Background: an optimization exercise with open tools, aiming at small area and a short achievable clock period. Do not read the settings as production practice. Where RTL was checked, it was by simulation tests only, not by an equivalence proof against the original. Power is estimated from default activity; no workload was simulated.

==> inputs of run G <==
==> flow/design.v <==
module Compare_and_Swap
(
input  [7:0] a, b,
output       gt
);
wire [7:0] g = a & ~b;    
wire [7:0] p = a | ~b;    
assign gt = g[7] | p[7] & (g[6] | p[6] & (g[5] | p[5] & (g[4] | p[4] &
           (g[3] | p[3] & (g[2] | p[2] & (g[1] | p[1] & g[0]))))));
endmodule
module Systolic_Array
(
input        clk,
input  [7:0] LC, MC, HC, LD, MD, HD,
output [7:0] Pa, Pb
);
reg [7:0] LA, MA, HA, LB, MB, HB;
reg       lAB, mAB, hAB;              
wire lCD, mCD, hCD;
Compare_and_Swap k0 (LC, LD, lCD);
Compare_and_Swap k1 (MC, MD, mCD);
Compare_and_Swap k2 (HC, HD, hCD);
always @(posedge clk) begin
  LA <= LC; MA <= MC; HA <= HC;
  LB <= LD; MB <= MD; HB <= HD;
  lAB <= lCD; mAB <= mCD; hAB <= hCD;
end
wire lAC, lBC, lBD, mAC, mBC, mBD, hAC, hBC, hBD;
Compare_and_Swap k3 (LA, LC, lAC);
Compare_and_Swap k4 (LB, LC, lBC);
Compare_and_Swap k5 (LB, LD, lBD);
Compare_and_Swap k6 (MA, MC, mAC);
Compare_and_Swap k7 (MB, MC, mBC);
Compare_and_Swap k8 (MB, MD, mBD);
Compare_and_Swap k9 (HA, HC, hAC);
Compare_and_Swap k10 (HB, HC, hBC);
Compare_and_Swap k11 (HB, HD, hBD);
wire [7:0] loa, mda, hia, lob, mdb, hib;
sel3 sa (LA, MA, HA, LB, MB, HB, LC, MC, HC, lAB, lAC, lBC, mAB, mAC, mBC, hAB, hAC, hBC, loa, mda, hia);
sel3 sb (LB, MB, HB, LC, MC, HC, LD, MD, HD, lBC, lBD, lCD, mBC, mBD, mCD, hBC, hBD, hCD, lob, mdb, hib);
med3 fa (loa, mda, hia, Pa);
med3 fb (lob, mdb, hib, Pb);
endmodule
module sel3
(
input  [7:0] Lx, Mx, Hx, Ly, My, Hy, Lz, Mz, Hz,
input        lxy, lxz, lyz, mxy, mxz, myz, hxy, hxz, hyz,
output [7:0] lo, md, hi
);
wire ax = lxy & lxz,    ay = ~lxy & lyz,    az = ~lxz & ~lyz;    
wire bx = ~hxy & ~hxz,  by = hxy & ~hyz,    bz = hxz & hyz;      
wire cx = mxy ^ mxz,    cy = ~mxy ^ myz,    cz = mxz ^ myz;      
assign lo = ({8{ax}} & Lx) | ({8{ay}} & Ly) | ({8{az}} & Lz);
assign hi = ({8{bx}} & Hx) | ({8{by}} & Hy) | ({8{bz}} & Hz);
assign md = ({8{cx}} & Mx) | ({8{cy}} & My) | ({8{cz}} & Mz);
endmodule
module med3
(
input  [7:0] x, y, z,
output [7:0] m
);
wire xy, yz, xz;
Compare_and_Swap c0 (x, y, xy);
Compare_and_Swap c1 (y, z, yz);
Compare_and_Swap c2 (x, z, xz);
wire sx = xy ^ xz, sy = ~xy ^ yz, sz = xz ^ yz;
assign m = ({8{sx}} & x) | ({8{sy}} & y) | ({8{sz}} & z);
endmodule
module Parallel_filter
(
input [7:0] I_00,I_01,I_02,I_03,I_10,I_11,I_12,I_13,
input clk,rst,
output [7:0] P1,P2,P3,P4
);
wire [7:0] LC0, MC0, HC0, LC1, MC1, HC1, LD0, MD0, HD0, LD1, MD1, HD1;
sort_col sc (I_00, I_01, I_02, I_03, LC0, MC0, HC0, LC1, MC1, HC1);
sort_col sd (I_10, I_11, I_12, I_13, LD0, MD0, HD0, LD1, MD1, HD1);
Systolic_Array top (clk, LC0, MC0, HC0, LD0, MD0, HD0, P1, P2);
Systolic_Array bot (clk, LC1, MC1, HC1, LD1, MD1, HD1, P3, P4);
endmodule
module sort_col
(
input  [7:0] r0, r1, r2, r3,
output [7:0] L0, M0, H0, L1, M1, H1
);
wire g01, g02, g12, g31, g32;
Compare_and_Swap c0 (r0, r1, g01);
Compare_and_Swap c1 (r0, r2, g02);
Compare_and_Swap c2 (r1, r2, g12);
Compare_and_Swap c3 (r3, r1, g31);
Compare_and_Swap c4 (r3, r2, g32);
sort3 s0 (r0, r1, r2, g01, g02, g12, L0, M0, H0);
sort3 s1 (r3, r1, r2, g31, g32, g12, L1, M1, H1);
endmodule
module sort3
(
input  [7:0] x, y, z,
input        gxy, gxz, gyz,
output [7:0] L, M, H
);
wire hx = gxy & gxz,    hy = ~gxy & gyz,    hz = ~gxz & ~gyz;
wire lx = ~gxy & ~gxz,  ly = gxy & ~gyz,    lz = gxz & gyz;
wire mx = gxy ^ gxz,    my = ~gxy ^ gyz,    mz = gxz ^ gyz;
assign H = ({8{hx}} & x) | ({8{hy}} & y) | ({8{hz}} & z);
assign L = ({8{lx}} & x) | ({8{ly}} & y) | ({8{lz}} & z);
assign M = ({8{mx}} & x) | ({8{my}} & y) | ({8{mz}} & z);
endmodule
==> flow/flow/run.sh <==
#!/bin/bash
# Own flow: the standard layout (standard.sh) with these changes:
#  - port buffers: buf_1 instead of the default pick.
#  - clock tree: no dummy loads, smaller clock buffers.
# Every tool's output stays in orfs/logs/ and make_flow.log.
set -euo pipefail
W=$PWD
export MY_ABC_SCRIPT=$W/flow/area.abc
sed "s#SYNTH_SCRIPT=[^ ]*#SYNTH_SCRIPT=$W/flow/my_synth.tcl#" standard.sh > my_standard.sh
grep -q "SYNTH_SCRIPT=$W/flow/my_synth.tcl" my_standard.sh
EXTRA=(
  "BUFFER_PORTS_ARGS=-buffer_cell sky130_fd_sc_hd__buf_1"
  "CTS_ARGS=-sink_clustering_enable -repair_clock_nets -dont_use_dummy_load -buf_list {sky130_fd_sc_hd__clkbuf_4 sky130_fd_sc_hd__clkbuf_8}"
)
[[ -f flow/extra.txt ]] && mapfile -t -O ${#EXTRA[@]} EXTRA < flow/extra.txt
bash my_standard.sh "${EXTRA[@]}" finish > make_flow.log 2>&1
==> flow/flow/area.abc <==
strash
&get -n
&deepsyn -T 30
&put
dch -f
amap -F 20 -A 40
topo
upsize -D 5500
dnsize -D 5500
==> flow/flow/my_synth.tcl <==
proc synth {args} { yosys synth -nofsm -noshare {*}$args }
proc extract_fa {args} { puts "my_synth: extract_fa skipped" }
proc abc {args} {
  set out {}
  set skip 0
  foreach a $args {
    if {$skip} { lappend out $::env(MY_ABC_SCRIPT); set skip 0; continue }
    if {$a eq "-script"} { set skip 1 }
    lappend out $a
  }
  puts "my_synth: abc $out"
  yosys abc {*}$out
}
source $::env(SCRIPTS_DIR)/synth.tcl
# left out here: clear keep_hierarchy, flatten, clean up, hide names made inside functions, write 1_2_yosys.v
==> flow/standard.sh <==
#!/bin/bash
# synth_recipe.tcl (not shown) runs the flow's synth.tcl, then flattens the netlist and writes it again
# the make line also repeats each setting of config.mk as NAME=value (left out here)
make -C /OpenROAD-flow-scripts/flow DESIGN_CONFIG=/design/flow/config.mk WORK_HOME=/design/flow/orfs CLKGATE_MAP_FILE= SYNTH_SCRIPT=/design/flow/synth_recipe.tcl "${@:-finish}"
==> flow/config.mk <==
export PLATFORM = sky130hd
export DESIGN_NAME = Parallel_filter
export DESIGN_NICKNAME = Parallel_filter
export VERILOG_FILES = /design/flow/design.v
export SDC_FILE = /design/flow/constraint.sdc
export NUM_CORES = 4
export LEC_CHECK = 0
export CAP_MARGIN = 20
export CORE_MARGIN = 2
export CORE_UTILIZATION = 40
export SLEW_MARGIN = 20
==> flow/constraint.sdc <==
create_clock -name core_clock -period 30.0 [get_ports {clk}]
set_input_delay 6.0000 -clock core_clock [delete_from_list [all_inputs] [get_ports {clk}]]
set_output_delay 6.0000 -clock core_clock [all_outputs]
set_load 0.01 [all_outputs]
==> run M: changes against run G <==
==> flow/design.v, changed modules only <==
module sel3
(
input  [7:0] Lx, Mx, Hx, Ly, My, Hy, Lz, Mz, Hz,
input        lxy, lxz, lyz, mxy, mxz, myz, hxy, hxz, hyz,
output [7:0] lo, md, hi
);
assign lo = (lxy & lxz) ? Lx : ((~lxy & lyz) ? Ly : Lz);
assign hi = (~hxy & ~hxz) ? Hx : ((hxy & ~hyz) ? Hy : Hz);
wire sy = ~(mxy ^ myz);
wire sx = ~(mxz ^ myz);
assign md = sy ? My : (sx ? Mx : Mz);
endmodule
module med3
(
input  [7:0] x, y, z,
output [7:0] m
);
wire xy, yz, xz;
Compare_and_Swap c0 (x, y, xy);
Compare_and_Swap c1 (y, z, yz);
Compare_and_Swap c2 (x, z, xz);
wire sel_y = ~(xy ^ yz);
wire sel_x = ~(xz ^ yz);
assign m = sel_y ? y : (sel_x ? x : z);
endmodule
module sort3
(
input  [7:0] x, y, z,
input        gxy, gxz, gyz,
output [7:0] L, M, H
);
wire x_hi = gxy & gxz;
wire x_lo = ~gxy & ~gxz;
wire y_hi = ~gxy & gyz;
wire y_lo = gxy & ~gyz;
assign H = x_hi ? x : (y_hi ? y : z);
assign L = x_lo ? x : (y_lo ? y : z);
assign M = (~x_hi & ~x_lo) ? x : ((~y_hi & ~y_lo) ? y : z);
endmodule
==> flow/flow/area.abc (replaced) <==
strash
dch -f
amap
topo
upsize -D 6000
dnsize -D 6000
==> flow/flow/extra.txt (new file) <==
SETUP_SLACK_MARGIN=10.5
==> run X: changes against run G <==
==> flow/design.v, changed modules only <==
module Systolic_Array
(
input        clk,
input  [7:0] LC, MC, HC, LD, MD, HD,
output [7:0] Pa, Pb
);
reg [7:0] LA, MA, HA, LB, MB, HB;
always @(posedge clk) begin
  LA <= LC; MA <= MC; HA <= HC;
  LB <= LD; MB <= MD; HB <= HD;
end
wire g_l, g_h, g_m;
Compare_and_Swap k0 (LB, LC, g_l);
Compare_and_Swap k1 (HB, HC, g_h);
Compare_and_Swap k2 (MB, MC, g_m);
wire [7:0] Lx = g_l ? LB : LC;    
wire [7:0] Hn = g_h ? HC : HB;    
wire [7:0] Mn = g_m ? MC : MB;    
wire [7:0] Mx = g_m ? MB : MC;    
win3 wa (LA, MA, HA, Lx, Hn, Mn, Mx, Pa);
win3 wb (LD, MD, HD, Lx, Hn, Mn, Mx, Pb);
endmodule
module win3
(
input  [7:0] L, M, H, Lx, Hn, Mn, Mx,
output [7:0] P
);
wire gl, gh, m_lo, m_hi;
Compare_and_Swap c0 (L, Lx, gl);
Compare_and_Swap c1 (Hn, H, gh);
Compare_and_Swap c2 (Mn, M, m_lo);    
Compare_and_Swap c3 (M, Mx, m_hi);    
wire [7:0] lo = gl ? L : Lx;
wire [7:0] hi = gh ? H : Hn;
wire [7:0] md = m_lo ? Mn : (m_hi ? Mx : M);
med3 f (lo, md, hi, P);
endmodule
module med3
(
input  [7:0] x, y, z,
output [7:0] m
);
wire xy, yz, xz;
Compare_and_Swap c0 (x, y, xy);
Compare_and_Swap c1 (y, z, yz);
Compare_and_Swap c2 (x, z, xz);
wire sel_y = ~(xy ^ yz);
wire sel_x = ~sel_y & ~(xz ^ yz);
assign m = sel_y ? y : (sel_x ? x : z);
endmodule
module sort3
(
input  [7:0] x, y, z,
input        gxy, gxz, gyz,
output [7:0] L, M, H
);
wire x_hi = gxy & gxz;
wire x_lo = ~gxy & ~gxz;
wire y_hi = ~gxy & gyz;
wire y_lo = gxy & ~gyz;
assign H = x_hi ? x : (y_hi ? y : z);
assign L = x_lo ? x : (y_lo ? y : z);
assign M = (~x_hi & ~x_lo) ? x : ((~y_hi & ~y_lo) ? y : z);
endmodule
// module sel3 removed
==> flow/flow/run.sh (replaced) <==
#!/bin/bash
set -euo pipefail
W=$PWD
export MY_ABC_SCRIPT=$W/flow/area.abc
sed "s#SYNTH_SCRIPT=[^ ]*#SYNTH_SCRIPT=$W/flow/my_synth.tcl#" standard.sh > my_standard.sh
grep -q "SYNTH_SCRIPT=$W/flow/my_synth.tcl" my_standard.sh
bash my_standard.sh > make_flow.log 2>&1
==> flow/flow/area.abc (replaced) <==
strash
dch
map -a -B 0.9
topo
dnsize
==> run Y: changes against run G <==
==> flow/flow/area.abc (replaced) <==
strash
dc2
dch -f
amap
topo
upsize -D 6000
dnsize -D 6000
==> notes <==
Run Y finished with timing, DRC and antenna clean. Run M finished with timing, DRC and antenna clean. Run X finished with timing, DRC and antenna clean. Run G completed with no timing, DRC or antenna violations.
Worst setup slack, lowest first: run X, run Y, run G, run M.
Combinational power: run G < run Y < run X < run M.
Worst hold slack: run X is better than run G (370 ps).
The lowest critical path depth belongs to run G, the highest to run X.
Utilization: run Y is higher than run G (0.065 points).
Global-route usage: run G > run Y > run M > run X.
Design area: run G < run Y < run X < run M.
Against run G, the clock power of run X is larger by about 65%.
The highest die area belongs to run M, the lowest to run G.
For run X, only the layout was checked, not whether the RTL still works.

[afterwards: timing with drivers on the ports]
In the flow no input, the clock included, has a driving cell. The finished layouts below were timed again as built, in two steps.
Step 1, drivers: a clkbuf_16 drives clk and a buf_2 each remaining input, both assumed.
Step 2 also shifts input and output timing later by t, the mid clock arrival at the registers, as if the neighbouring blocks saw the same clock.
Three values: ideal, step 1, step 2; two values: the first two.
run	t, ns	setup WS [ns]	worst setup path at the end	worst register clock-pin slew, ns	pins driven straight from the clock port
run G	0.417	10.047 / 10.022 / 10.022	input to output	0.10 / 0.10	1
run M	0.425	10.751 / 10.720 / 10.720	input to output	0.12 / 0.12	1
run X	0.403	6.013 / 5.986 / 5.986	input to output	0.08 / 0.08	1
run Y	0.428	9.837 / 9.815 / 9.815	input to output	0.11 / 0.11	1
After both steps setup and hold are still met in every run listed. The setup slack of run M, which loses most, moves by -0.031 ns with the drivers and by -0.031 ns with both steps.
